From an optimization exercise on the open Yosys and OpenROAD flow, aimed at small area, a short achievable clock period and few clock cycles; shortcuts taken in it are not production practice. Function was checked by simulation only, so behaviour that the tests miss may differ from the original.

$ cat design/flow/run.sh
#!/bin/bash
# synth_recipe.tcl (not shown) runs the flow's synth.tcl, then flattens the netlist and writes it again
# the make line also repeats each setting of config.mk as NAME=value (left out here)
make -C /OpenROAD-flow-scripts/flow DESIGN_CONFIG=/design/flow/config.mk WORK_HOME=/design/flow/orfs CLKGATE_MAP_FILE= SYNTH_SCRIPT=/design/flow/synth_recipe.tcl finish
$ cat design/flow/constraint.sdc
create_clock -name core_clock -period 5.5 [get_ports {clk}]
set_input_delay 1.1000 -clock core_clock [delete_from_list [all_inputs] [get_ports {clk}]]
set_output_delay 1.1000 -clock core_clock [all_outputs]
set_load 0.01 [all_outputs]
$ cat design/flow/config.mk
export PLATFORM = sky130hd
export DESIGN_NAME = geofence
export DESIGN_NICKNAME = geofence
export VERILOG_FILES = /design/flow/design.v
export SDC_FILE = /design/flow/constraint.sdc
export NUM_CORES = 4
export LEC_CHECK = 0
export ABC_AREA = 1
export ABC_CLOCK_PERIOD_IN_PS = 2450
export CAP_MARGIN = 20
export CORE_MARGIN = 2
export CORE_UTILIZATION = 55
export PLACE_DENSITY = 0.8
export SETUP_SLACK_MARGIN = 3.05
export SLEW_MARGIN = 20
$ cat design/flow/design.v
module geofence (clk, reset, X, Y, valid, is_inside);
  input clk;
  input reset;
  input [9:0] X;
  input [9:0] Y;
  output reg valid;
  output reg is_inside;
  localparam S_IN = 2'd0, S_SCAN = 2'd1, S_PAIR = 2'd2, S_WAIT = 2'd3;
  reg [1:0] st;
  reg [3:0] cnt;
  reg [2:0] scfg;
  reg [2:0] mask;
  reg [1:0] tp;
  reg       opp, hf;
  reg [2:0] ph, rnd;
  reg       res_q, rpos_q;
  reg       dec, wrd, wrc;    
  reg       win, wout;        
  reg       vC, vD, vE;
  reg [4:0] mC, mD;
  reg [5:1] cmpm;
  reg [9:0] tx, ty;
  always @(posedge clk) if (st == S_IN && cnt == 4'd1) begin tx <= X; ty <= Y; end
  wire [10:0] dxp = {1'b0, X} - {1'b0, tx};
  wire [10:0] dxm = {1'b0, tx} - {1'b0, X};
  wire [10:0] dyp = {1'b0, Y} - {1'b0, ty};
  wire [10:0] dym = {1'b0, ty} - {1'b0, Y};
  wire        sxn = dxp[10];
  wire        syn = dyp[10];
  wire [9:0]  mxn = sxn ? dxm[9:0] : dxp[9:0];
  wire [9:0]  myn = syn ? dym[9:0] : dyp[9:0];
  reg [21:0] dr0, dr1, dr2, dr3, dr4, dr5;
  wire wr_d = wrd;
  always @(posedge clk) begin
    dr0 <= wr_d ? {sxn, mxn, syn, myn} : dr5;
    dr1 <= dr0; dr2 <= dr1; dr3 <= dr2; dr4 <= dr3; dr5 <= dr4;
  end
  wire       bsx = dr0[21];
  wire [9:0] bax = dr0[20:11];
  wire       bsy = dr0[10];
  wire [9:0] bay = dr0[9:0];
  wire nzx = |bax;
  wire nzy = |bay;
  wire q0 = ~bsx & nzx & ~bsy;
  wire q1 = (bsx | ~nzx) & ~bsy & nzy;
  wire q3 = ~bsx & bsy;
  wire [1:0] quad = {~q0 & ~q1, q1 | q3};
  wire odd = q1 | q3;
  wire lex = bay <= bax;
  wire eqx = bay == bax;
  wire half0 = odd ? (~lex | eqx) : lex;
  reg [9:0] ra, rb;         
  wire fb_a, fb_b;
  wire [9:0] n0 = fb_b ? rb : (fb_a ? ra : (lex ? bay : bax));
  wire [9:0] mxv = lex ? bax : bay;
  wire [11:0] x3 = {2'b00, bax} + {1'b0, bax, 1'b0};
  wire [11:0] y3 = {2'b00, bay} + {1'b0, bay, 1'b0};
  wire [11:0] mx3 = lex ? x3 : y3;
  reg [9:0] br, bd;
  reg [11:0] bd3;
  reg [1:0] bquad;
  reg       bh1;
  always @(posedge clk) begin
    br <= n0; bd <= mxv; bd3 <= mx3; bquad <= quad; bh1 <= ~half0;
  end
  function [11:0] r4step;
    input [9:0] r;
    input [9:0] d;
    input [11:0] d3;
    reg [12:0] t1, t2, t3;
    begin
      t1 = {1'b0, r, 2'b00} - {3'b000, d};
      t2 = {1'b0, r, 2'b00} - {2'b00, d, 1'b0};
      t3 = {1'b0, r, 2'b00} - {1'b0, d3};
      if (!t3[12])      r4step = {2'd3, t3[9:0]};
      else if (!t2[12]) r4step = {2'd2, t2[9:0]};
      else if (!t1[12]) r4step = {2'd1, t1[9:0]};
      else              r4step = {2'd0, r[7:0], 2'b00};
    end
  endfunction
  wire [11:0] sc = r4step(br, bd, bd3);
  reg [9:0] cr, cd;
  reg [11:0] cd3;
  reg [1:0] cq, cquad;
  reg       ch1;
  always @(posedge clk) begin
    cr <= sc[9:0]; cd <= bd; cd3 <= bd3; cq <= sc[11:10]; cquad <= bquad; ch1 <= bh1;
  end
  wire [11:0] sd = r4step(cr, cd, cd3);
  wire [3:0]  q4 = {cq, sd[11:10]};
  wire [9:0]  rem = sd[9:0];
  wire [6:0]  code = {cquad, ch1, ch1 ? ~q4 : q4};
  reg [9:0] e0, e1, e2, e3, e4, e5;
  wire [9:0] ev [0:5];
  assign ev[0] = e0; assign ev[1] = e1; assign ev[2] = e2;
  assign ev[3] = e3; assign ev[4] = e4; assign ev[5] = e5;
  genvar g;
  wire [6:0] cC = {bquad, bh1, 4'd0};
  wire [6:0] cD = {cquad, ch1, ch1 ? ~cq : cq, 2'd0};
  wire [6:0] oC [0:4];
  assign oC[0] = cD; assign oC[1] = e0[9:3]; assign oC[2] = e1[9:3]; assign oC[3] = e2[9:3]; assign oC[4] = e3[9:3];
  reg  [4:0] ltC, eqC, ltD, eqD;
  wire [4:0] lC, qC, lD, qD, lE, qE;
  wire [4:0] dC, dD, dE;    
  generate
    for (g = 0; g < 5; g = g + 1) begin : icg
      assign lC[g] = oC[g][5:4] > cC[5:4];
      assign qC[g] = oC[g][5:4] == cC[5:4];
      assign dC[g] = cC[6] ^ oC[g][6] ^ lC[g];
      assign lD[g] = ltC[g] | (eqC[g] & (cD[3:2] < ev[g][6:5]));
      assign qD[g] = eqC[g] & (cD[3:2] == ev[g][6:5]);
      assign dD[g] = cD[6] ^ ev[g][9] ^ lD[g];
      assign lE[g] = ltD[g] | (eqD[g] & (e0[4:3] < ev[g+1][4:3]));
      assign qE[g] = eqD[g] & (e0[4:3] == ev[g+1][4:3]);
      assign dE[g] = e0[9] ^ ev[g+1][9] ^ lE[g];
    end
  endgenerate
  always @(posedge clk) begin
    ltC <= lC; eqC <= qC; ltD <= lD; eqD <= qD;
  end
  wire [4:0] ene = cmpm;
  wire [4:0] enD = mD & {5{vD}};
  wire [4:0] enC = mC & {5{vC}};
  wire [4:0] pE = ene & ~qE & ~dE, nE = ene & ~qE & dE, aE = ene & qE;
  wire [4:0] pD = enD & ~qD & ~dD, nD = enD & ~qD & dD, aD = enD & qD;
  wire [4:0] pC = enC & ~qC & ~dC, nC = enC & ~qC & dC, aC = enC & qC;
  wire [2:0] ua = rpos_q ? 3'b100 : 3'b010;
  wire [2:0] ub = rpos_q ? 3'b010 : 3'b100;
  wire [2:0] apos = (tp == 2'd1) ? 3'd0 : (3'd7 - {1'b0, tp});    
  wire [2:0] upd [0:5];
  wire [2:0] fin [0:5];
  generate
    for (g = 0; g < 6; g = g + 1) begin : updg
      assign fin[g] = (g == 0) ? {|nE, |pE, |aE}
                               : {pE[g-1], nE[g-1], aE[g-1]};
      wire [2:0] u_fb = (res_q && g == 1) ? ub :
                        (res_q && g == apos) ? ua : 3'b000;
      assign upd[g] = fin[g] | u_fb;
    end
  endgenerate
  wire wr_c = wrc;
  always @(posedge clk) begin
    e0 <= wr_c ? {code, 3'b000} : (e5 | {7'd0, upd[5]});
    e1 <= e0 | {7'd0, upd[0]};
    e2 <= e1 | {7'd0, upd[1]};
    e3 <= e2 | {7'd0, upd[2]};
    e4 <= e3 | {7'd0, upd[3]};
    e5 <= e4 | {7'd0, upd[4]};
  end
  wire [5:0] cur = {cmpm, vE};
  wire [5:0] rP, rN, rA;
  generate
    for (g = 0; g < 6; g = g + 1) begin : rfg
      wire fromD_p = (g < 5) ? pD[g] : 1'b0;
      wire fromD_n = (g < 5) ? nD[g] : 1'b0;
      wire fromD_a = (g < 5) ? aD[g] : 1'b0;
      wire fromC_p = (g < 4) ? pC[g+1] : 1'b0;
      wire fromC_n = (g < 4) ? nC[g+1] : 1'b0;
      wire fromC_a = (g < 4) ? aC[g+1] : 1'b0;
      assign rP[g] = ev[g][2] | fin[g][2] | fromD_p | fromC_p;
      assign rN[g] = ev[g][1] | fin[g][1] | fromD_n | fromC_n;
      assign rA[g] = ev[g][0] | fin[g][0] | fromD_a | fromC_a;
    end
  endgenerate
  wire dP = |nD | pC[0], dN = |pD | nC[0], dA = |aD | aC[0];
  wire kP = |nC,         kN = |pC,         kA = |aC;
  wire [7:0] pv = {vC, vD, cur};
  wire [7:0] aP = {kP, dP, rP};
  wire [7:0] aN = {kN, dN, rN};
  wire [7:0] aA = {kA, dA, rA};
  wire ins  = &(~pv | (aP & aN));
  wire outs = |(pv & ~aA & ~(aP & aN));
  wire dok  = ~valid & ((win & ins) | (wout & outs));
  wire [5:0] sP = {e5[2], e4[2], e3[2], e2[2], e1[2], e0[2]};
  wire [5:0] sN = {e5[1], e4[1], e3[1], e2[1], e1[1], e0[1]};
  wire ins_now = &(sP & sN);
  reg nb1, nb2, nb3;
  always @(posedge clk) begin
    nb1 <= e2[8:3] == e3[8:3];
    nb2 <= e2[8:3] == e4[8:3];
    nb3 <= e2[8:3] == e5[8:3];
  end
  wire amb1 = nb1;
  wire amb2 = nb2;
  wire amb3 = nb3 && (scfg < 3'd3);
  wire [2:0] pend = {amb3, amb2, amb1} & ~mask;
  wire [1:0] tsel = pend[0] ? 2'd1 : (pend[1] ? 2'd2 : 2'd3);
  wire [2:0] tbit = pend[0] ? 3'b001 : (pend[1] ? 3'b010 : 3'b100);
  wire       eb9 = (tsel == 2'd1) ? e4[9] : ((tsel == 2'd2) ? e5[9] : e0[9]);
  wire inp = (st == S_PAIR);
  assign fb_a = inp && (ph == 3'd0) && (rnd != 3'd0);
  assign fb_b = inp && (rnd != 3'd0) &&
                ((tp == 2'd1) ? (ph == 3'd5) : (tp == 2'd2) ? (ph == 3'd4) : (ph == 3'd3));
  wire a_d = inp && (ph == 3'd2);
  wire b_d = inp && ((tp == 2'd1) ? (ph == 3'd1 && rnd != 3'd0) :
                     (tp == 2'd2) ? (ph == 3'd0 && rnd != 3'd0) : (ph == 3'd5));
  wire [2:0] brnd = (tp == 2'd3) ? rnd : rnd - 3'd1;
  reg [3:0] ba, qb;
  reg       bchk, blast;
  wire differ = qb != ba;
  wire res = bchk && (differ || blast);
  wire rpos = differ & ((qb > ba) ^ hf ^ opp);
  always @(posedge clk) begin
    if (a_d) begin
      ra <= rem;
      ba <= q4;
    end
    if (b_d) rb <= rem;
    qb <= q4;
    bchk <= b_d && (brnd != 3'd0);
    blast <= brnd == 3'd5;
  end
  wire fin_scan = (st == S_SCAN) && (ins_now || (pend == 3'd0 && scfg == 3'd5));
  always @(posedge clk) begin
    vD <= vC; mD <= mC;
    vE <= vD; cmpm <= mD;
    vC <= (st == S_IN) && !valid && (cnt >= 4'd3) && (cnt <= 4'd8);
    case (cnt)
      4'd4: mC <= 5'b00001;
      4'd5: mC <= 5'b00011;
      4'd6: mC <= 5'b00111;
      4'd7: mC <= 5'b01111;
      4'd8: mC <= 5'b11111;
      default: mC <= 5'b00000;
    endcase
    is_inside <= (st == S_SCAN) ? ins_now : ins;
  end
  always @(posedge clk or posedge reset) begin
    if (reset) begin
      st <= S_IN;
      cnt <= 4'd1;
      scfg <= 3'd0;
      mask <= 3'd0;
      tp <= 2'd1;
      opp <= 1'b0;
      hf <= 1'b0;
      ph <= 3'd0;
      rnd <= 3'd0;
      res_q <= 1'b0;
      rpos_q <= 1'b0;
      dec <= 1'b0;
      win <= 1'b0;
      wout <= 1'b0;
      wrd <= 1'b0;
      wrc <= 1'b0;
      valid <= 1'b0;
    end else begin
      res_q <= res;
      rpos_q <= rpos;
      dec <= (st == S_IN && !valid && cnt == 4'd10);
      win <= (st == S_IN && !valid && cnt >= 4'd6 && cnt <= 4'd10);
      wout <= (st == S_IN && !valid && cnt >= 4'd8 && cnt <= 4'd10);
      wrd <= (st == S_IN && !valid && cnt >= 4'd1 && cnt <= 4'd6);
      wrc <= (st == S_IN && !valid && cnt >= 4'd4 && cnt <= 4'd9);
      valid <= ((st == S_IN) && dok) || fin_scan;
      case (st)
        S_IN: begin
          scfg <= 3'd0;
          mask <= 3'd0;
          cnt <= valid ? 4'd1 : cnt + 4'd1;
          if (!valid && dec && !ins && !outs)
            st <= S_SCAN;
        end
        S_SCAN: begin
          if (fin_scan) begin
            st <= S_IN;
            cnt <= 4'd12;
          end else if (pend == 3'd0) begin
            scfg <= scfg + 3'd1;
            mask <= 3'd0;
          end else begin
            st <= S_PAIR;
            tp <= tsel;
            mask <= mask | tbit;
            opp <= e3[9] ^ eb9;
            hf <= e3[7];
            ph <= 3'd1;
            rnd <= 3'd0;
          end
        end
        default: begin  
          if (ph == 3'd5) begin
            ph <= 3'd0;
            rnd <= rnd + 3'd1;
          end else
            ph <= ph + 3'd1;
          if (st == S_PAIR && res)
            st <= S_WAIT;
          else if (st == S_WAIT && ph == 3'd5)
            st <= S_SCAN;
        end
      endcase
    end
  end
endmodule
==> reports/metrics.csv, run 1 <==
metric,value,unit
DRC marker count from the first detailed-route iteration,972,
largest net degree at the start of global routing,31,
Post-Synthesis Cells,2262,
Setup Crit Path Kind,input pin to register,
async set-reset flop share out of synthesis,0.0781,
clock latency (worst-skew pair),0.56,ns
CP max stage delay,0.40,ns
Final TNS setup,0,ns
Top delay family on crit path,compound AO/OA/AOI/OAI gates,
die footprint,35400,um^2
TritonCTS clock tree,done,
fin crit share,0.473,
detailed placement HPWL,33000,um
Tightest Pin Transition,0.848,ns
H-Tree Depth,2,
library cells used by synthesis,67,
drt via density,5.41,
vias,15400,
Crit. End Element,register,
"Top cell by count, worst path",o21ai_2,
Synth Register Bits,384,
CP Launch Type,input pin,
"non-filler cells, final",2857,
Hold Crit Class,register to register,
final WL,47200,um
DP Worst Slack,1.41,ns
Starting Density,0.558,
Final ANT Viol Nets,0,
top_reg_cell synth,dfxtp_1,
clk sink count,384,
Post-Place Cells,2705,
GR Overflow Total,0,
count of final setup violators,0,
Die X-Extent,188,um
IO Port Bufs,23,
Required @ worst endpoint,5.95,ns
all-layer global routing usage,0.262,
status,"complete, no violations",
Post-Syn Nets,2472,
DR DRC count,0,
Mapped Area,18700,um^2
GP Congestion,0.963,
Rows,67,
Avg Synthesized Cell Area,8.25,um^2
Layout Skew,0.0259,ns
"Slew Viols, Final",0,
Ys Warns,1,
unrepaired setup endpoints after global routing,true,
antenna violations before repair,0,
Final Hold Vio Count,0,
worst-case clock buffer depth,3,
Max-Cap Viols,0,
number of synthesized flops with an enable pin,44,
slowest cell on the critical path,fa_2,
first drt pass iteration count,5,
Final Critical Period,2.60,ns
Die H,188,um
core area,33400,um^2
Clock transition at path regs,0.06,ns
CTS Buf Count,40,
global-route wire length before repair,75200,um
wire length per cell,16.5,um
CTS root buf,clkbuf_16,
"Seq/Total Area, Yosys",0.444,
max_slew headroom,0.429,
vias in the first global route,15400,
"Max FO, Critical Path",7,
Worst EP arrival,3.05,ns
nets@finish,2586,
crit path cell chain,buf_12 > inv_12 > ha_4 > fa_2 > o21ai_2 > a21oi_2 > o21ai_2 > a21oi_2 > o21bai_4 > buf_6 > o21ai_2 > xor2_1 > nand2_1 > nand2_1,
Fmax,0.385,GHz
Final WS setup,2.90,ns
Layout area overhead,22.2,%
Critical path buffers and inverters,3,
I/O pin count,24,
layout cell share with drive strength beyond 1,0.189,
[timing repair]
action	in CTS	in global routing
buffers inserted	44	30
pin swaps	49	83
resized for setup	204	190
endpoints found under the setup margin	79	72
endpoints found under the hold margin	0	0
hold buffers	0	0
gates cloned	1	2
[final cells by class]
cell class | count | area, um^2
fillers | 2452 | 10600
multi-input cells | 1449 | 9930
flip-flops and latches | 384 | 8350
inverters | 395 | 1540
clock buffers | 50 | 1180
repair buffers | 106 | 965
well taps | 448 | 561
clock inverters | 24 | 273
diodes | 1 | 2.50
[sequential cells by signal, summed over array words and instances (netlist names), 12 cells and up]
register and count:
dr0 22, dr4 22, dr5 22, cd3 12
dr3 22, dr1 22, dr2 22, bd3 12
[cells in the final DEF (no fill, tap or decap), types with 6 or more instances in the layout]
| cell | instances |
|---|---|
| inv_2 | 22 |
| nand2_2 | 64 |
| inv_1 | 363 |
| inv_4 | 6 |
| or2_2 | 10 |
| ha_4 | 39 |
| dfxtp_1 | 278 |
| o211ai_1 | 18 |
| a21oi_2 | 12 |
| buf_6 | 17 |
| a31oi_1 | 15 |
| nor2_2 | 13 |
| o221ai_1 | 11 |
| buf_4 | 61 |
| o21ai_0 | 105 |
| o21ai_2 | 12 |
| o21a_1 | 6 |
| ha_1 | 139 |
| o21ai_1 | 19 |
| clkbuf_16 | 47 |
| nand2_1 | 424 |
| edfxtp_1 | 44 |
| dfrtp_1 | 28 |
| nand3_2 | 18 |
| dfxtp_2 | 19 |
| nand3_1 | 91 |
| nor3_1 | 13 |
| dlygate4sd2_1 | 7 |
| nand4_1 | 20 |
| clkinv_2 | 6 |
| xor2_1 | 49 |
| a21oi_1 | 105 |
| dfxtp_4 | 13 |
| a21o_1 | 6 |
| xnor2_1 | 31 |
| a211oi_1 | 11 |
| nor2_1 | 116 |
| nand2_4 | 6 |
| buf_2 | 6 |
[path summary, 6_finish.rpt]
check	from	end	slack, ns	cells after the start
worst max-delay path	Y[0]	dr0[5]	2.90	14
worst max register to register	ch1	st[0]	3.01	19
max in group asynchronous	reset	cnt[0]	4.25	3
min in group asynchronous	reset	ph[0]	0.92	3
worst min register to register	dr4[10]	dr5[10]	0.31	0
worst min-delay path	dr4[10]	dr5[10]	0.31	0
[Yosys cell counts (3+ instances only)]
cell type    n  area (um^2)
and2_1       3         18.8
o21bai_1     6         45.0
a21oi_2      3         26.3
ha_1       180         2250
inv_1      389         1460
inv_2        4         15.0
edfxtp_1    44         1320
dfxtp_1    310         6210
clkbuf_2     3         15.0
o211ai_1    18          135
nor3_1      16         80.1
a21o_1       6         45.0
o22ai_1      6         37.5
o21ai_2      4         35.0
o2111ai_1    3         26.3
nand3_1    111          556
a21oi_1    116          581
xor2_1      50          438
o311ai_0     4         35.0
o21a_1       6         45.0
clkbuf_1    18         67.6
o221ai_1    13          114
xnor2_1     33          289
nand3b_1     5         37.5
dfrtp_1     28          701
o21ai_1      8         40.0
nor4_1       6         37.5
nand2_1    493         1850
a221oi_1     3         26.3
o21ai_0    125          626
nand4_1     20          125
a31oi_1     15         93.8
a211oi_1    15          113
buf_2       10         50.1
nor2_1     133          499
or2_2       10         62.6
fa_1         8          160
[per-stage QoR]
stage	util	area, um^2	hold WS (ns)
3_5_place_dp	0.582	19500	0.312
6_report	0.682	22800	0.307
5_1_grt	0.682	22800	0.319
4_1_cts	0.655	21900	0.309
3_3_place_gp	0.582	19500	0.310
2_1_floorplan	-	18800	0.310
[kinds of logic after synthesis]
| family | Yosys count | synth area share |
|---|---|---|
| adder cells (fa/ha/maj) | 188 | 0.129 |
| buffers and inverters | 429 | 0.0881 |
| XOR/XNOR | 83 | 0.0390 |
| flip-flops | 384 | 0.444 |
| AND/OR/NAND/NOR | 803 | 0.177 |
| multiplexers | 2 | 0.00107 |
| AO/OA/AOI/OAI | 373 | 0.121 |
[layer usage]
layer | routed length (um) | track usage | vias up
li1 | - | - | 7560
met1 | 19700 | 0.327 | 7278
met2 | 23200 | 0.458 | 480
met3 | 2500 | 0.0305 | 125
met4 | 1850 | 0.108 | 0
met5 | 0 | 0 | -
Testbench counts, summed over its fixed seeds: cycles 16,231.
==> run 2: changes to the inputs <==
--- a/design/flow/config.mk
+++ b/design/flow/config.mk
@@ -6,10 +6,9 @@
 export NUM_CORES = 4
 export LEC_CHECK = 0
-export ABC_AREA = 1
-export ABC_CLOCK_PERIOD_IN_PS = 2450
+export ABC_AREA = 0
+export ABC_CLOCK_PERIOD_IN_PS = 2400
 export CAP_MARGIN = 20
 export CORE_MARGIN = 2
 export CORE_UTILIZATION = 55
-export PLACE_DENSITY = 0.8
 export SETUP_SLACK_MARGIN = 3.05
 export SLEW_MARGIN = 20
==> reports/metrics.csv, run 2 <==
metric,value,unit,change
Layout area overhead,27.5,%,
Post-Synthesis Cells,1852,,-18%
"Max FO, Critical Path",7,,unchanged
core area,33300,um^2,-0.50%
Final Hold Vio Count,0,,unchanged
Hold Crit Class,register to register,,
Max-Cap Viols,0,,unchanged
Setup Crit Path Kind,input pin to register,,
placed cell areas,19500,um^2,about the same
worst-case clock buffer depth,3,,unchanged
global-route wire length before repair,72900,um,-3.1%
"area leader, netlist",dfxtp_1,,
vias in the first global route,13700,,-11%
fin util,0.708,,+0.0263
WHS Path Cells,0,,unchanged
Layout Skew,0.0133,ns,-0.0126 ns
Clock transition at path regs,0.06,ns,about the same
count of final setup violators,0,,unchanged
"non-filler cells, final",2497,,-13%
synth cell count leaders,"dfxtp_1, inv_1, ha_1",,
TritonCTS clock tree,done,,
DRC marker count from the first detailed-route iteration,846,,-13%
"Seq/Total Area, Yosys",0.448,,+0.00418
Die X-Extent,187,um,-0.46%
Avg Synthesized Cell Area,9.98,um^2,+21%
cell with the most instances after synthesis,dfxtp_1,,
Final ANT Viol Nets,0,,unchanged
CTS root buf,clkbuf_16,,
layout cell share with drive strength beyond 1,0.260,,+0.0711
drt via density,5.55,,+2.6%
async set-reset flop share out of synthesis,0.0781,,unchanged
Crit. End Element,register,,
unrepaired setup endpoints after global routing,true,,
cts hold-fix bufs,0,,unchanged
Final TNS setup,0,ns,unchanged
top_reg_cell synth,dfxtp_1,,
Worst EP arrival,3.66,ns,+0.61 ns
diodes inserted,0,,-1
wire length per cell,18.5,um,+12%
Rows,67,,unchanged
Required @ worst endpoint,5.93,ns,-0.02 ns
most frequent cells in the layout,"dfxtp_1, inv_1, ha_1, nor2_1, nand2_1",,
Synth Register Bits,384,,unchanged
I/O pin count,24,,unchanged
Fmax,0.309,GHz,-20%
Tightest Pin Transition,0.617,ns,-0.231 ns
detailed placement HPWL,32800,um,-0.66%
Starting Density,0.555,,-0.00242
CP Launch Type,input pin,,
DR DRC count,0,,unchanged
library cells used by synthesis,91,,+36%
Ys Warns,1,,unchanged
worst reg-to-reg path cell count,12,,-7
max_slew headroom,0.585,,+0.156
Die H,187,um,-0.46%
first drt pass iteration count,5,,unchanged
Synth area leaders,"dfxtp_1, ha_1, edfxtp_1",,
post-route cell area,23600,um^2,+3.3%
final WL,46100,um,-2.3%
Post-Place Cells,2294,,-15%
clk sink count,384,,unchanged
Post-Syn Nets,2062,,-17%
fin crit share,0.588,,+0.115
CTS Buf Count,41,,+2.5%
number of synthesized flops with an enable pin,44,,unchanged
Synth top area share,0.336,,+0.00313
status,"complete, no violations",,
all-layer global routing usage,0.261,,-0.000829
"Slew Viols, Final",0,,unchanged
largest net degree at the start of global routing,31,,unchanged
Filler Cell Count,2456,,+0.16%
vias,13800,,-10%
H-Tree Depth,2,,unchanged
die footprint,35100,um^2,-0.91%
"commonest non-fill, non-tap cell in the layout",dfxtp_1,,
IO Port Bufs,23,,unchanged
GP Congestion,0.882,,-8.4%
Final Critical Period,3.23,ns,+0.631 ns
GR Overflow Total,0,,unchanged
Mapped Area,18500,um^2,-0.93%
nets@finish,2227,,-14%
antenna violations before repair,0,,unchanged
clock latency (worst-skew pair),0.54,ns,-0.02 ns
[run 2: changes by cell type in the layout (fill, tap and decap cells not counted), moves of 33 or more]
cell / previous run / this run
o21ai_0: 105 / 57
inv_1: 363 / 176
buf_4: 61 / 94
a21oi_1: 105 / 68
nand3_1: 91 / 32
xnor2_1: 31 / 72
nand2_1: 424 / 95
nand2_2: 64 / 4
[run 2: kinds of logic (layout without fill, tap and decap cells)]
family / after synthesis / after routing / synth area share
AO/OA/AOI/OAI: 422 / 422 / 0.155
XOR/XNOR: 124 / 124 / 0.0588
adder cells (fa/ha/maj): 188 / 188 / 0.131
buffers and inverters: 232 / 423 / 0.0498
flip-flops: 384 / 384 / 0.448
multiplexers: 64 / 64 / 0.0369
AND/OR/NAND/NOR: 438 / 444 / 0.121
[run 2: per-stage QoR]
step | hold WS [ns] | worst slack, ns
detailed placement | 0.312 | 0.985
floorplan | 0.310 | 2.01
CTS | 0.317 | 2.26
global placement | 0.310 | 1.01
finish | 0.319 | 2.27
global route | 0.317 | 2.18
[run 2: path summary, 6_finish.rpt]
path	to	startpoint	slack (ns)
worst max register to register	valid	cq[1]	2.49
worst min-delay path	dr3[11]	dr2[11]	0.32
worst max-delay path	dr0[18]	X[0]	2.27
max in group asynchronous	cnt[0]	reset	4.24
worst min register to register	dr3[11]	dr2[11]	0.32
min in group asynchronous	rnd[0]	reset	0.94
[run 2: what timing repair did]
item                                    CTS  global route
gates resized for setup                 261           167
pin swaps                               106           127
endpoints found under the setup margin  113           104
gates cloned                              4             2
buffers inserted                         75            47
[run 2: per-layer routing]
metal	up-vias	track usage	share of wire
met3	109	0.0328	0.038
met4	0	0.107	0.038
met5	-	0	0
met1	6586	0.331	0.44
met2	281	0.450	0.49
li1	6871	-	-
[run 2: layout make-up]
cell class	instances	area, um^2	share of cell area
Clock buffer	52	1180	0.0501
Clock inverter	23	215	0.00913
Inverter	193	749	0.0318
Multi-Input combinational cell	1242	11100	0.470
Sequential cell	384	8350	0.354
Tap cell	448	561	0.0238
Timing Repair Buffer	155	1440	0.0610
[run 2: worst max-delay path, cell delays in order]
cell and delay (ns):
buf_12 0.11, inv_12 0.04, ha_4 0.13, fa_2 0.19, and2b_2 0.23, o21a_4 0.21, o311ai_4 0.37, nand2_4 0.10
buf_6 0.14, buf_8 0.13, mux2_2 0.31, nand2_2 0.11, nand3_1 0.09, xor2_1 0.16, mux2_4 0.25
==> run 3: changes to the inputs <==
--- a/design/flow/design.v
+++ b/design/flow/design.v
@@ -82,13 +82,14 @@
   reg [9:0] cr, cd;
   reg [11:0] cd3;
-  reg [1:0] cq, cquad;
+  reg [1:0] csub, cquad;     
   reg       ch1;
   always @(posedge clk) begin
-    cr <= sc[9:0]; cd <= bd; cd3 <= bd3; cq <= sc[11:10]; cquad <= bquad; ch1 <= bh1;
+    cr <= sc[9:0]; cd <= bd; cd3 <= bd3; csub <= sc[11:10] ^ {2{bh1}}; cquad <= bquad; ch1 <= bh1;
   end
   wire [11:0] sd = r4step(cr, cd, cd3);
+  wire [1:0]  cq = csub ^ {2{ch1}};
   wire [3:0]  q4 = {cq, sd[11:10]};
   wire [9:0]  rem = sd[9:0];
-  wire [6:0]  code = {cquad, ch1, ch1 ? ~q4 : q4};
+  wire [6:0]  code = {cquad, ch1, csub, ch1 ? ~sd[11:10] : sd[11:10]};
   reg [9:0] e0, e1, e2, e3, e4, e5;
   wire [9:0] ev [0:5];
@@ -97,5 +98,5 @@
   genvar g;
   wire [6:0] cC = {bquad, bh1, 4'd0};
-  wire [6:0] cD = {cquad, ch1, ch1 ? ~cq : cq, 2'd0};
+  wire [6:0] cD = {cquad, ch1, csub, 2'd0};
   wire [6:0] oC [0:4];
   assign oC[0] = cD; assign oC[1] = e0[9:3]; assign oC[2] = e1[9:3]; assign oC[3] = e2[9:3]; assign oC[4] = e3[9:3];
--- a/design/flow/config.mk
+++ b/design/flow/config.mk
@@ -6,6 +6,6 @@
 export NUM_CORES = 4
 export LEC_CHECK = 0
-export ABC_AREA = 0
-export ABC_CLOCK_PERIOD_IN_PS = 2400
+export ABC_AREA = 1
+export ABC_CLOCK_PERIOD_IN_PS = 2450
 export CAP_MARGIN = 20
 export CORE_MARGIN = 2
==> reports/metrics.csv, run 3 <==
metric,value,unit,change
status,"complete, no violations",,
Layout Skew,0.0231,ns,+0.00982 ns
Rows,67,,unchanged
Post-Synthesis Cells,2243,,+21%
clock latency (worst-skew pair),0.55,ns,about the same
layout cell share with drive strength beyond 1,0.173,,-0.0870
Hold Crit Class,register to register,,
Crit. End Element,register,,
Setup Crit Path Kind,input pin to register,,
Die H,189,um,+0.74%
drt via density,5.20,,-6.2%
diodes inserted,0,,unchanged
final WL,45500,um,-1.4%
WHS Path Cells,0,,unchanged
die footprint,35600,um^2,+1.5%
vias in the first global route,14100,,+3.3%
flop-to-flop setup slack,3.04,ns,+0.55 ns
most frequent cells in the layout,"nand2_1, inv_1, dfxtp_1, ha_1, a21oi_1",,
cell with the most instances after synthesis,nand2_1,,
synth cell count leaders,"nand2_1, inv_1, dfxtp_1",,
I/O pin count,24,,unchanged
CP endpoint,dr0[17],,
"Max FO, Critical Path",8,,+1
number of synthesized flops with an enable pin,44,,unchanged
"Slew Viols, Final",0,,unchanged
Worst EP arrival,3.10,ns,-0.56 ns
max_slew headroom,0.445,,-0.140
IO Port Bufs,23,,unchanged
wire length per cell,16.1,um,-13%
Final Hold Vio Count,0,,unchanged
CTS Buf Count,41,,unchanged
cts hold-fix bufs,0,,unchanged
global-route wire length before repair,71600,um,-1.8%
detailed placement HPWL,33500,um,+2.1%
Starting Density,0.560,,+0.00416
count of final setup violators,0,,unchanged
first drt pass iteration count,6,,+1
vias,14700,,+6.3%
Fmax,0.375,GHz,+21%
core area,33500,um^2,+0.76%
Seq. cell area,8340,um^2,-0.15%
"Seq/Total Area, Yosys",0.441,,-0.00666
Filler Cell Count,2798,,+14%
post-route cell area,22300,um^2,-5.3%
Mapped Area,18800,um^2,+1.5%
top_reg_cell synth,dfxtp_1,,
worst reg-to-reg path cell count,14,,+2
nets@finish,2562,,+15%
Multi-input gate area,9600,um^2,-13%
TritonCTS clock tree,done,,
worst r2r dst,dr0[17],,
Final TNS setup,0,ns,unchanged
Layout area overhead,19.0,%,
fin crit share,0.485,,-0.102
library cells used by synthesis,66,,-27%
"commonest non-fill, non-tap cell in the layout",nand2_1,,
CTS root buf,clkbuf_16,,
worst hold slack,0.318,ns,-0.00144 ns
Post-Syn Nets,2453,,+19%
Max-Cap Viols,0,,unchanged
unrepaired setup endpoints after global routing,true,,
antenna violations before repair,0,,unchanged
H-Tree Depth,2,,unchanged
Clock transition at path regs,0.06,ns,about the same
Final WS setup,2.83,ns,+0.561 ns
clk sink count,384,,unchanged
Avg Synthesized Cell Area,8.36,um^2,-16%
all-layer global routing usage,0.253,,-0.00788
worst-case clock buffer depth,3,,unchanged
Required @ worst endpoint,5.93,ns,about the same
GP Congestion,0.915,,+3.7%
async set-reset flop share out of synthesis,0.0781,,unchanged
DP Worst Slack,1.46,ns,+0.478 ns
"area leader, netlist",dfxtp_1,,
largest net degree at the start of global routing,47,,+52%
DR DRC count,0,,unchanged
Synth Register Bits,384,,unchanged
Tightest Pin Transition,0.832,ns,+0.214 ns
Ys Warns,1,,unchanged
Worst R2R Start,tx[0],,
Die X-Extent,189,um,+0.74%
Setup crit start,X[0],,
CP Launch Type,input pin,,
Final ANT Viol Nets,0,,unchanged
GR Overflow Total,0,,unchanged
Synth top area share,0.331,,-0.00499
placed cell areas,19500,um^2,+0.13%
DRC marker count from the first detailed-route iteration,971,,+15%
Final Critical Period,2.67,ns,-0.561 ns
Synth area leaders,"dfxtp_1, ha_1, nand2_1",,
-- run 3: changes by cell type after synthesis, moves of 34 or more --
| cell | before | now |
|---|---|---|
| a21oi_1 | 89 | 127 |
| inv_1 | 192 | 374 |
| mux2i_1 | 37 | 2 |
| nand2_1 | 99 | 468 |
| nand2b_1 | 34 | 0 |
| nand3_1 | 34 | 103 |
| xnor2_1 | 88 | 31 |
-- run 3: worst max-delay path: stages --
cell	delay, ns
buf_8	0.09
inv_8	0.03
ha_4	0.14
fa_2	0.34
nand3b_1	0.18
nand2_2	0.10
a21oi_4	0.06
o21ai_2	0.17
a21oi_2	0.09
o21bai_4	0.23
inv_4	0.09
nand2_1	0.07
o21ai_1	0.07
or2_1	0.22
nand3_2	0.06
nand2_1	0.04
-- run 3: cell families (layout without fill, tap and decap cells) --
logic type | count (synthesis) | count (layout) | share of synthesized area
compound gates | 369 | 369 | 0.118
xor+xnor | 90 | 90 | 0.0424
fa+ha+maj | 188 | 188 | 0.129
buf+inv | 430 | 564 | 0.0904
flops | 384 | 384 | 0.441
mux | 4 | 4 | 0.00227
simple gates | 778 | 782 | 0.177
-- run 3: stage by stage --
step           instances   util
2_1_floorplan       2243      -
3_3_place_gp        2686  0.581
3_5_place_dp        2686  0.581
4_1_cts             2796  0.643
5_1_grt             2829  0.666
6_report            2829  0.666
-- run 3: final cells by class --
class | instances | share of cell area
clock inverters | 16 | 0.0113
inverters | 394 | 0.0685
clock buffers | 56 | 0.0526
well taps | 448 | 0.0251
flip-flops and latches | 384 | 0.373
multi-input cells | 1433 | 0.430
repair inverters | 1 | 0.000336
repair buffers | 97 | 0.0385
-- run 3: metal layers --
metal	wire length [um]	vias to the layer above	part of all wire	GRT usage
li1	-	7509	-	-
met1	21500	6880	0.47	0.343
met2	21300	268	0.47	0.427
met3	1750	62	0.038	0.0330
met4	887	0	0.019	0.0655
met5	0	-	0	0
-- run 3: timing repair --
item,in CTS,in global routing
buffers inserted,35,30
gates resized for setup,123,160
pin swaps,38,45
gates cloned,3,3
endpoints found under the setup margin,90,83
-- run 3: worst min path at each step --
| stage | start | to | slack (ns) |
|---|---|---|---|
| 2_1_floorplan | dr1[0] | dr2[0] | 0.31 |
| 3_3_place_gp | dr3[13] | dr4[13] | 0.31 |
| 3_5_place_dp | dr4[7] | dr5[7] | 0.31 |
| 4_1_cts | dr4[19] | dr5[19] | 0.32 |
| 5_1_grt | dr1[16] | dr2[16] | 0.32 |
| 6_report | dr3[15] | dr4[15] | 0.32 |
Testbench counts of run 3, summed over its fixed seeds: cycles 16,231.
==> run 4: changes to the inputs <==
--- a/design/flow/design.v
+++ b/design/flow/design.v
@@ -60,7 +60,9 @@
   reg [11:0] bd3;
   reg [1:0] bquad;
-  reg       bh1;
-  always @(posedge clk) begin
-    br <= n0; bd <= mxv; bd3 <= mx3; bquad <= quad; bh1 <= ~half0;
+  reg       bh1, bq1;
+  wire      q1y = {bay, 1'b0} >= {1'b0, bax};
+  wire      q1x = {bax, 1'b0} >= {1'b0, bay};
+  always @(posedge clk) begin
+    br <= n0; bd <= mxv; bd3 <= mx3; bquad <= quad; bh1 <= ~half0; bq1 <= lex ? q1y : q1x;
   end
   function [11:0] r4step;
@@ -82,14 +84,13 @@
   reg [9:0] cr, cd;
   reg [11:0] cd3;
-  reg [1:0] csub, cquad;     
+  reg [1:0] cq, cquad;
   reg       ch1;
   always @(posedge clk) begin
-    cr <= sc[9:0]; cd <= bd; cd3 <= bd3; csub <= sc[11:10] ^ {2{bh1}}; cquad <= bquad; ch1 <= bh1;
+    cr <= sc[9:0]; cd <= bd; cd3 <= bd3; cq <= sc[11:10]; cquad <= bquad; ch1 <= bh1;
   end
   wire [11:0] sd = r4step(cr, cd, cd3);
-  wire [1:0]  cq = csub ^ {2{ch1}};
   wire [3:0]  q4 = {cq, sd[11:10]};
   wire [9:0]  rem = sd[9:0];
-  wire [6:0]  code = {cquad, ch1, csub, ch1 ? ~sd[11:10] : sd[11:10]};
+  wire [6:0]  code = {cquad, ch1, ch1 ? ~q4 : q4};
   reg [9:0] e0, e1, e2, e3, e4, e5;
   wire [9:0] ev [0:5];
@@ -97,6 +98,6 @@
   assign ev[3] = e3; assign ev[4] = e4; assign ev[5] = e5;
   genvar g;
-  wire [6:0] cC = {bquad, bh1, 4'd0};
-  wire [6:0] cD = {cquad, ch1, csub, 2'd0};
+  wire [6:0] cC = {bquad, bh1, bh1 ^ bq1, 3'd0};
+  wire [6:0] cD = {cquad, ch1, ch1 ? ~cq : cq, 2'd0};
   wire [6:0] oC [0:4];
   assign oC[0] = cD; assign oC[1] = e0[9:3]; assign oC[2] = e1[9:3]; assign oC[3] = e2[9:3]; assign oC[4] = e3[9:3];
@@ -106,9 +107,9 @@
   generate
     for (g = 0; g < 5; g = g + 1) begin : icg
-      assign lC[g] = oC[g][5:4] > cC[5:4];
-      assign qC[g] = oC[g][5:4] == cC[5:4];
+      assign lC[g] = oC[g][5:3] > cC[5:3];
+      assign qC[g] = oC[g][5:3] == cC[5:3];
       assign dC[g] = cC[6] ^ oC[g][6] ^ lC[g];
-      assign lD[g] = ltC[g] | (eqC[g] & (cD[3:2] < ev[g][6:5]));
-      assign qD[g] = eqC[g] & (cD[3:2] == ev[g][6:5]);
+      assign lD[g] = ltC[g] | (eqC[g] & ~cD[2] & ev[g][5]);
+      assign qD[g] = eqC[g] & ~(cD[2] ^ ev[g][5]);
       assign dD[g] = cD[6] ^ ev[g][9] ^ lD[g];
       assign lE[g] = ltD[g] | (eqD[g] & (e0[4:3] < ev[g+1][4:3]));
==> reports/metrics.csv, run 4 <==
metric,value,unit,change
status,"complete, no violations",,
placed cell areas,20000,um^2,+2.4%
CTS Buf Count,42,,+2.4%
Max-Cap Viols,0,,unchanged
"non-filler cells, final",2932,,+3.6%
fin util,0.680,,+0.0145
unrepaired setup endpoints after global routing,true,,
WL met2,23000,um,+7.6%
GP Congestion,0.890,,-2.7%
worst-case clock buffer depth,3,,unchanged
DRC marker count from the first detailed-route iteration,912,,-6.1%
I/O pin count,24,,unchanged
Avg Synthesized Cell Area,8.31,um^2,-0.63%
DP Worst Slack,1.52,ns,+0.0602 ns
global-route wire length before repair,77700,um,+8.6%
layout cell share with drive strength beyond 1,0.201,,+0.0280
fin crit share,0.471,,-0.0145
count of final setup violators,0,,unchanged
highest routed layer,met5,,
wire length per cell,16.8,um,+4.5%
cts hold-fix bufs,0,,unchanged
met1 WL,22500,um,+4.5%
nets@finish,2667,,+4.1%
"area leader, netlist",dfxtp_1,,
max_slew headroom,0.487,,+0.0422
async set-reset flop share out of synthesis,0.0779,,-0.000203
Final WS setup,2.91,ns,+0.0798 ns
Rows,68,,+1.5%
final WL,49300,um,+8.3%
Tightest Pin Transition,0.762,ns,-0.0694 ns
Mapped Area,19100,um^2,+2.0%
Ys Warns,1,,unchanged
drt via density,5.32,,+2.3%
Layout Skew,0.0303,ns,+0.00718 ns
Post-Syn Nets,2526,,+3.0%
CP Launch Type,register,,
vias in the first global route,15200,,+7.9%
Synth top area share,0.325,,-0.00553
Die H,191,um,+0.99%
Final Critical Period,2.59,ns,-0.0798 ns
Post-Synthesis Cells,2303,,+2.7%
Starting Density,0.557,,-0.00262
"commonest non-fill, non-tap cell in the layout",nand2_1,,
DR DRC count,0,,unchanged
Synth area leaders,"dfxtp_1, ha_1, nand2_1",,
Die X-Extent,191,um,+0.99%
Crit. End Element,register,,
detailed placement HPWL,35600,um,+6.4%
most frequent cells in the layout,"nand2_1, inv_1, dfxtp_1, ha_1, nor2_1",,
H-Tree Depth,2,,unchanged
all-layer global routing usage,0.271,,+0.0178
Post-Place Cells,2750,,+2.4%
CTS root buf,clkbuf_16,,
post-route cell area,23400,um^2,+4.7%
Final Hold Vio Count,0,,unchanged
worst hold slack,0.314,ns,-0.00360 ns
cell with the most instances after synthesis,nand2_1,,
top_reg_cell synth,dfxtp_1,,
vias,15600,,+6.0%
die footprint,36300,um^2,+2.0%
Setup Crit Path Kind,register to register,,
Clock transition at path regs,0.06,ns,about the same
IO Port Bufs,23,,unchanged
first drt pass iteration count,5,,-1
"Max FO, Critical Path",4,,-4
synth cell count leaders,"nand2_1, inv_1, dfxtp_1",,
clk sink count,385,,+0.26%
Hold Crit Class,register to register,,
library cells used by synthesis,66,,unchanged
core area,34400,um^2,+2.5%
Met3 Wirelength,2560,um,+47%
Required @ worst endpoint,5.78,ns,-0.15 ns
TritonCTS clock tree,done,,
clock latency (worst-skew pair),0.55,ns,about the same
number of synthesized flops with an enable pin,44,,unchanged
Layout area overhead,22.1,%,
largest net degree at the start of global routing,46,,-2.1%
Final TNS setup,0,ns,unchanged
antenna violations before repair,2,,+2
"Slew Viols, Final",0,,unchanged
Worst EP arrival,2.87,ns,-0.23 ns
"Seq/Total Area, Yosys",0.434,,-0.00772
Final ANT Viol Nets,0,,unchanged
GR Overflow Total,0,,unchanged
Fmax,0.386,GHz,+3.1%
Synth Register Bits,385,,+0.26%
diodes inserted,0,,unchanged
==> run 4: cell types whose count changed after synthesis, sizes merged, moves of 5 or more <==
cell | before | now
nor2 | 107 | 150
nand2 | 487 | 466
nor3 | 27 | 11
ha | 180 | 193
inv | 393 | 381
o21ai | 139 | 151
clkbuf | 15 | 22
nand3 | 109 | 115
nand3b | 4 | 10
a21o | 4 | 9
a31oi | 15 | 20
o211ai | 17 | 12
==> run 4: final cells by class <==
cell class                 count  area [um^2]
timing repair buffer         136         1260
sequential                   385         8390
multi-input combinational   1496        10300
tap                          455          569
inverter                     383         1510
fill                        2813        11000
clock inverter                16          124
clock buffer                  61         1200
==> run 4: path summary, 6_finish.rpt <==
kind	startpoint	end	slack, ns	cells after the start
setup / recovery	cd3[3]	rb[4]	2.91	17
min in group asynchronous	reset	rpos_q	0.96	3
max in group asynchronous	reset	valid	4.17	3
setup reg to reg	cd3[3]	rb[4]	2.91	17
hold reg to reg	dr3[9]	dr4[9]	0.31	0
hold / removal	dr3[9]	dr4[9]	0.31	0
==> run 4: layer usage <==
metal / up-vias / GRT usage
met5: - / 0
met4: 2 / 0.0772
met3: 86 / 0.0418
met2: 380 / 0.452
met1: 7345 / 0.364
li1: 7786 / -
==> run 4: what timing repair did <==
action	4_1_cts	5_1_grt
pin swaps	66	78
setup endpoints to repair	84	81
buffers inserted	76	27
cloned	0	2
resized for setup	232	174
==> run 4: worst max-delay path: stages, from the launching register on <==
cell,delay (ns)
dfxtp_2,0.32
inv_2,0.04
ha_4,0.25
nand3_2,0.09
nand3_2,0.08
buf_4,0.14
buf_4,0.13
buf_4,0.12
buf_4,0.13
buf_4,0.13
buf_4,0.12
buf_4,0.12
buf_4,0.12
buf_4,0.12
buf_4,0.12
buf_4,0.12
nor2_2,0.09
o21ai_2,0.09
==> run 4: cells by family (layout without fill, tap and decap cells) <==
family / count (synthesis) / count (layout) / synth area share
fa+ha+maj: 201 / 201 / 0.135
flops: 385 / 385 / 0.434
compound gates: 400 / 400 / 0.124
xor+xnor: 95 / 95 / 0.0435
buf+inv: 422 / 596 / 0.0850
mux: 1 / 1 / 0.000523
simple gates: 799 / 799 / 0.179
Testbench counts of run 4, summed over its fixed seeds: cycles 15,988.
==> run 5: changes to the inputs <==
--- a/design/flow/design.v
+++ b/design/flow/design.v
@@ -15,9 +15,22 @@
   reg [2:0] ph, rnd;
   reg       res_q, rpos_q;
-  reg       dec, wrd, wrc;    
-  reg       win, wout;        
-  reg       vC, vD, vE;
-  reg [4:0] mC, mD;
-  reg [5:1] cmpm;
+  wire in_q = (st == S_IN);
+  wire dec  = in_q && (cnt == 4'd11);
+  wire wrd  = in_q && (cnt >= 4'd2) && (cnt <= 4'd7);
+  wire wrc  = in_q && (cnt >= 4'd5) && (cnt <= 4'd10);
+  wire win  = in_q && (cnt >= 4'd7) && (cnt <= 4'd11);
+  wire wout = in_q && (cnt >= 4'd9) && (cnt <= 4'd11);
+  wire      vC = (cnt >= 4'd4) && (cnt <= 4'd9);
+  wire      vD = (cnt >= 4'd5) && (cnt <= 4'd10);
+  wire      vE = (cnt >= 4'd6) && (cnt <= 4'd11);
+  function [4:0] therm;
+    input [3:0] n;
+    begin
+      therm = (n >= 4'd5) ? 5'b11111 : (5'b11111 >> (4'd5 - n));
+    end
+  endfunction
+  wire [4:0] mC = (cnt >= 4'd4 && cnt <= 4'd9)  ? therm(cnt - 4'd4) : 5'd0;
+  wire [4:0] mD = (cnt >= 4'd5 && cnt <= 4'd10) ? therm(cnt - 4'd5) : 5'd0;
+  wire [5:1] cmpm = (cnt >= 4'd6 && cnt <= 4'd11) ? therm(cnt - 4'd6) : 5'd0;
   reg [9:0] tx, ty;
   always @(posedge clk) if (st == S_IN && cnt == 4'd1) begin tx <= X; ty <= Y; end
@@ -60,9 +73,7 @@
   reg [11:0] bd3;
   reg [1:0] bquad;
-  reg       bh1, bq1;
-  wire      q1y = {bay, 1'b0} >= {1'b0, bax};
-  wire      q1x = {bax, 1'b0} >= {1'b0, bay};
-  always @(posedge clk) begin
-    br <= n0; bd <= mxv; bd3 <= mx3; bquad <= quad; bh1 <= ~half0; bq1 <= lex ? q1y : q1x;
+  reg       bh1;
+  always @(posedge clk) begin
+    br <= n0; bd <= mxv; bd3 <= mx3; bquad <= quad; bh1 <= ~half0;
   end
   function [11:0] r4step;
@@ -98,5 +109,5 @@
   assign ev[3] = e3; assign ev[4] = e4; assign ev[5] = e5;
   genvar g;
-  wire [6:0] cC = {bquad, bh1, bh1 ^ bq1, 3'd0};
+  wire [6:0] cC = {bquad, bh1, 4'd0};
   wire [6:0] cD = {cquad, ch1, ch1 ? ~cq : cq, 2'd0};
   wire [6:0] oC [0:4];
@@ -107,9 +118,9 @@
   generate
     for (g = 0; g < 5; g = g + 1) begin : icg
-      assign lC[g] = oC[g][5:3] > cC[5:3];
-      assign qC[g] = oC[g][5:3] == cC[5:3];
+      assign lC[g] = oC[g][5:4] > cC[5:4];
+      assign qC[g] = oC[g][5:4] == cC[5:4];
       assign dC[g] = cC[6] ^ oC[g][6] ^ lC[g];
-      assign lD[g] = ltC[g] | (eqC[g] & ~cD[2] & ev[g][5]);
-      assign qD[g] = eqC[g] & ~(cD[2] ^ ev[g][5]);
+      assign lD[g] = ltC[g] | (eqC[g] & (cD[3:2] < ev[g][6:5]));
+      assign qD[g] = eqC[g] & (cD[3:2] == ev[g][6:5]);
       assign dD[g] = cD[6] ^ ev[g][9] ^ lD[g];
       assign lE[g] = ltD[g] | (eqD[g] & (e0[4:3] < ev[g+1][4:3]));
@@ -215,16 +226,7 @@
   wire fin_scan = (st == S_SCAN) && (ins_now || (pend == 3'd0 && scfg == 3'd5));
   always @(posedge clk) begin
-    vD <= vC; mD <= mC;
-    vE <= vD; cmpm <= mD;
-    vC <= (st == S_IN) && !valid && (cnt >= 4'd3) && (cnt <= 4'd8);
-    case (cnt)
-      4'd4: mC <= 5'b00001;
-      4'd5: mC <= 5'b00011;
-      4'd6: mC <= 5'b00111;
-      4'd7: mC <= 5'b01111;
-      4'd8: mC <= 5'b11111;
-      default: mC <= 5'b00000;
-    endcase
     is_inside <= (st == S_SCAN) ? ins_now : ins;
+    res_q <= res;
+    rpos_q <= rpos;
   end
   always @(posedge clk or posedge reset) begin
@@ -232,32 +234,9 @@
       st <= S_IN;
       cnt <= 4'd1;
-      scfg <= 3'd0;
-      mask <= 3'd0;
-      tp <= 2'd1;
-      opp <= 1'b0;
-      hf <= 1'b0;
-      ph <= 3'd0;
-      rnd <= 3'd0;
-      res_q <= 1'b0;
-      rpos_q <= 1'b0;
-      dec <= 1'b0;
-      win <= 1'b0;
-      wout <= 1'b0;
-      wrd <= 1'b0;
-      wrc <= 1'b0;
       valid <= 1'b0;
     end else begin
-      res_q <= res;
-      rpos_q <= rpos;
-      dec <= (st == S_IN && !valid && cnt == 4'd10);
-      win <= (st == S_IN && !valid && cnt >= 4'd6 && cnt <= 4'd10);
-      wout <= (st == S_IN && !valid && cnt >= 4'd8 && cnt <= 4'd10);
-      wrd <= (st == S_IN && !valid && cnt >= 4'd1 && cnt <= 4'd6);
-      wrc <= (st == S_IN && !valid && cnt >= 4'd4 && cnt <= 4'd9);
       valid <= ((st == S_IN) && dok) || fin_scan;
       case (st)
         S_IN: begin
-          scfg <= 3'd0;
-          mask <= 3'd0;
           cnt <= valid ? 4'd1 : cnt + 4'd1;
           if (!valid && dec && !ins && !outs)
@@ -268,23 +247,8 @@
             st <= S_IN;
             cnt <= 4'd12;
-          end else if (pend == 3'd0) begin
-            scfg <= scfg + 3'd1;
-            mask <= 3'd0;
-          end else begin
+          end else if (pend != 3'd0)
             st <= S_PAIR;
-            tp <= tsel;
-            mask <= mask | tbit;
-            opp <= e3[9] ^ eb9;
-            hf <= e3[7];
-            ph <= 3'd1;
-            rnd <= 3'd0;
-          end
         end
         default: begin  
-          if (ph == 3'd5) begin
-            ph <= 3'd0;
-            rnd <= rnd + 3'd1;
-          end else
-            ph <= ph + 3'd1;
           if (st == S_PAIR && res)
             st <= S_WAIT;
@@ -295,3 +259,31 @@
     end
   end
+  always @(posedge clk) begin
+    case (st)
+      S_IN: begin
+        scfg <= 3'd0;
+        mask <= 3'd0;
+      end
+      S_SCAN: begin
+        if (pend == 3'd0) begin
+          scfg <= scfg + 3'd1;
+          mask <= 3'd0;
+        end else begin
+          tp <= tsel;
+          mask <= mask | tbit;
+          opp <= e3[9] ^ eb9;
+          hf <= e3[7];
+          ph <= 3'd1;
+          rnd <= 3'd0;
+        end
+      end
+      default: begin
+        if (ph == 3'd5) begin
+          ph <= 3'd0;
+          rnd <= rnd + 3'd1;
+        end else
+          ph <= ph + 3'd1;
+      end
+    endcase
+  end
 endmodule
==> reports/metrics.csv, run 5 <==
metric,value,unit,change
status,"complete, no violations",,
unrepaired setup endpoints after global routing,true,,
library cells used by synthesis,66,,unchanged
Max-Cap Viols,0,,unchanged
"Seq/Total Area, Yosys",0.425,,-0.00910
Final TNS setup,0,ns,unchanged
Ys Warns,1,,unchanged
worst reg-to-reg path cell count,19,,+2
number of synthesized flops with an enable pin,60,,+36%
"non-filler cells, final",2842,,-3.1%
CP endpoint,valid,,
fin crit share,0.528,,+0.0575
Synth Register Bits,361,,-6.2%
Crit. End Element,register,,
Starting Density,0.555,,-0.00169
Avg Synthesized Cell Area,8.38,um^2,+0.84%
Multi-input gate area,10400,um^2,+0.90%
top_reg_cell synth,dfxtp_1,,
Die H,188,um,-1.6%
Setup crit start,cnt[0],,
DRC marker count from the first detailed-route iteration,700,,-23%
TritonCTS clock tree,done,,
largest net degree at the start of global routing,32,,-30%
worst r2r dst,valid,,
first drt pass iteration count,6,,+1
worst-case clock buffer depth,3,,unchanged
fin util,0.693,,+0.0128
Met3 Wirelength,1470,um,-43%
"Slew Viols, Final",0,,unchanged
vias in the first global route,14700,,-3.7%
global-route wire length before repair,75100,um,-3.4%
Setup Crit Path Kind,register to register,,
Post-Place Cells,2651,,-3.6%
Synth area leaders,"dfxtp_1, ha_1, edfxtp_1",,
worst hold slack,0.317,ns,+0.00280 ns
Post-Syn Nets,2440,,-3.4%
"area leader, netlist",dfxtp_1,,
die footprint,35200,um^2,-3.2%
core area,33400,um^2,-2.9%
clk sink count,361,,-6.2%
IO Port Bufs,23,,unchanged
Mapped Area,18500,um^2,-3.2%
GR Overflow Total,0,,unchanged
clock latency (worst-skew pair),0.54,ns,about the same
Fmax,0.344,GHz,-11%
"commonest non-fill, non-tap cell in the layout",nand2_1,,
Final ANT Viol Nets,0,,unchanged
all-layer global routing usage,0.266,,-0.00489
DR DRC count,0,,unchanged
most frequent cells in the layout,"nand2_1, inv_1, dfxtp_1, ha_1, nor2_1",,
DP Worst Slack,1.47,ns,-0.0562 ns
async set-reset flop share out of synthesis,0.0194,,-0.0585
count of final setup violators,0,,unchanged
Rows,67,,-1.5%
cell with the most instances after synthesis,nand2_1,,
highest routed layer,met4,,
synth cell count leaders,"nand2_1, inv_1, dfxtp_1",,
drt via density,5.27,,-0.87%
Final Hold Vio Count,0,,unchanged
antenna violations before repair,3,,+1
Tightest Pin Transition,0.947,ns,+0.184 ns
Worst EP arrival,3.32,ns,+0.45 ns
Synth top area share,0.318,,-0.00752
wire length per cell,16.8,um,about the same
detailed placement HPWL,34000,um,-4.5%
flop-to-flop setup slack,2.59,ns,-0.32 ns
Filler Cell Count,2743,,-2.5%
nets@finish,2594,,-2.7%
Final WS setup,2.59,ns,-0.316 ns
"Max FO, Critical Path",4,,unchanged
final WL,47800,um,-3.0%
CTS root buf,clkbuf_16,,
cts hold-fix bufs,0,,unchanged
diodes inserted,0,,unchanged
post-route cell area,23100,um^2,-1.1%
Seq. cell area,7910,um^2,-5.7%
placed cell areas,19400,um^2,-2.7%
Layout Skew,0.0157,ns,-0.0146 ns
Worst R2R Start,cnt[0],,
CP Launch Type,register,,
Hold Crit Class,register to register,,
WL met2,23600,um,+2.8%
Clock transition at path regs,0.06,ns,about the same
H-Tree Depth,2,,unchanged
max_slew headroom,0.368,,-0.119
vias,15000,,-3.9%
Required @ worst endpoint,5.92,ns,+0.14 ns
met1 WL,21100,um,-6.4%
Die X-Extent,188,um,-1.6%
Final Critical Period,2.91,ns,+0.316 ns
Post-Synthesis Cells,2210,,-4.0%
Layout area overhead,24.8,%,
CTS Buf Count,39,,-7.1%
I/O pin count,24,,unchanged
layout cell share with drive strength beyond 1,0.213,,+0.0128
GP Congestion,0.887,,-0.30%
-- run 5: cell types whose count changed in the layout (fill, tap and decap cells not counted), moves of 16 or more --
| cell | delta |
|---|---|
| nand2_2 | -35 |
| nor2_1 | -26 |
| nand2_1 | -25 |
| dfrtp_1 | -24 |
| nand3_2 | -21 |
| a21oi_1 | -18 |
| o21ai_0 | -18 |
| edfxtp_1 | +16 |
-- run 5: logic make-up (layout without fill, tap and decap cells) --
kind of cell | Yosys count | after routing | share of synthesized area
and+or+nand+nor | 717 | 718 | 0.168
AOI/OAI and AO/OA | 389 | 389 | 0.123
xor gates and xnor gates | 107 | 107 | 0.0506
buffers and inverters | 424 | 607 | 0.0881
muxes | 4 | 4 | 0.00230
adders and majority gates | 208 | 208 | 0.144
DFF | 361 | 361 | 0.425
-- run 5: worst min-delay path by stage --
stage | startpoint | endpoint | slack, ns | cells after the start
4_1_cts | dr1[19] | dr2[19] | 0.32 | 0
5_1_grt | dr1[18] | dr2[18] | 0.32 | 0
3_5_place_dp | dr1[18] | dr2[18] | 0.31 | 0
2_1_floorplan | dr1[0] | dr2[0] | 0.31 | 0
6_report | dr1[19] | dr2[19] | 0.32 | 0
3_3_place_gp | dr1[13] | dr2[13] | 0.31 | 0
-- run 5: per-layer routing --
metal,GRT usage,vias up
met1,0.334,7098
met3,0.0292,96
met5,0,-
li1,-,7523
met2,0.474,272
met4,0.0936,0
-- run 5: layout make-up --
cell class | instances | share of cell area
Multi-Input combinational cell | 1426 | 0.451
Tap cell | 448 | 0.0242
Inverter | 388 | 0.0667
Clock inverter | 24 | 0.00904
Timing Repair inverter | 2 | 0.000541
Timing Repair Buffer | 146 | 0.0610
Sequential cell | 361 | 0.342
Clock buffer | 47 | 0.0458
-- run 5: worst max-delay path, cell delays in order, from the launching register on --
cell and delay [ns]:
dfstp_2 0.57, inv_4 0.05, ha_4 0.16, inv_2 0.06, nand2_2 0.05, and2_4 0.15, ha_4 0.29, nand2_4 0.05
o2111ai_4 0.26, nand4_1 0.22, nand2_1 0.13, nand2_2 0.08, nand2_1 0.06, nand2_1 0.06, inv_2 0.07, nand3_4 0.08
nor2_4 0.16, nor2_1 0.06, o21ai_1 0.15, nand2_1 0.07
-- run 5: timing repair --
item                       4_1_cts  5_1_grt
pin swaps                       83       96
buffers inserted                80       34
gates resized for setup        256      196
gates cloned                     2        4
setup endpoints to repair      126       83
Testbench counts of run 5, summed over its fixed seeds: cycles 16,231.

==> re-timing with driven ports <==
The flow's constraints put no driver on any port. The routed layouts listed below were extracted and timed again, unchanged, in two steps. Step 1 (the two cells are an assumption about what drives the block):
set clk [get_ports {clk}]
set_driving_cell -lib_cell sky130_fd_sc_hd__clkbuf_16 $clk
set_driving_cell -lib_cell sky130_fd_sc_hd__buf_2 [delete_from_list [all_inputs] $clk]
Step 2 also shifts input and output timing later by t, the mid clock arrival at the registers, as if the neighbouring blocks saw the same clock. Three values: no drivers, after step 1, after step 2; two values: the first two.
run | t (ns) | slack for setup (ns) | worst data-port slew with drivers (ns)
run 1 | 0.597 | 2.900 / 2.884 / 2.286 | 0.06
run 2 | 0.592 | 2.269 / 2.280 / 1.688 | 0.06
run 3 | 0.593 | 2.830 / 2.826 / 2.233 | 0.06
run 4 | 0.587 | 2.910 / 2.910 / 2.335 | 0.05
run 5 | 0.590 | 2.593 / 2.593 / 2.128 | 0.05
After both steps setup and hold are still met in every run listed. The setup slack of run 1, which loses most, moves by -0.016 ns with the drivers and by -0.614 ns with both steps.
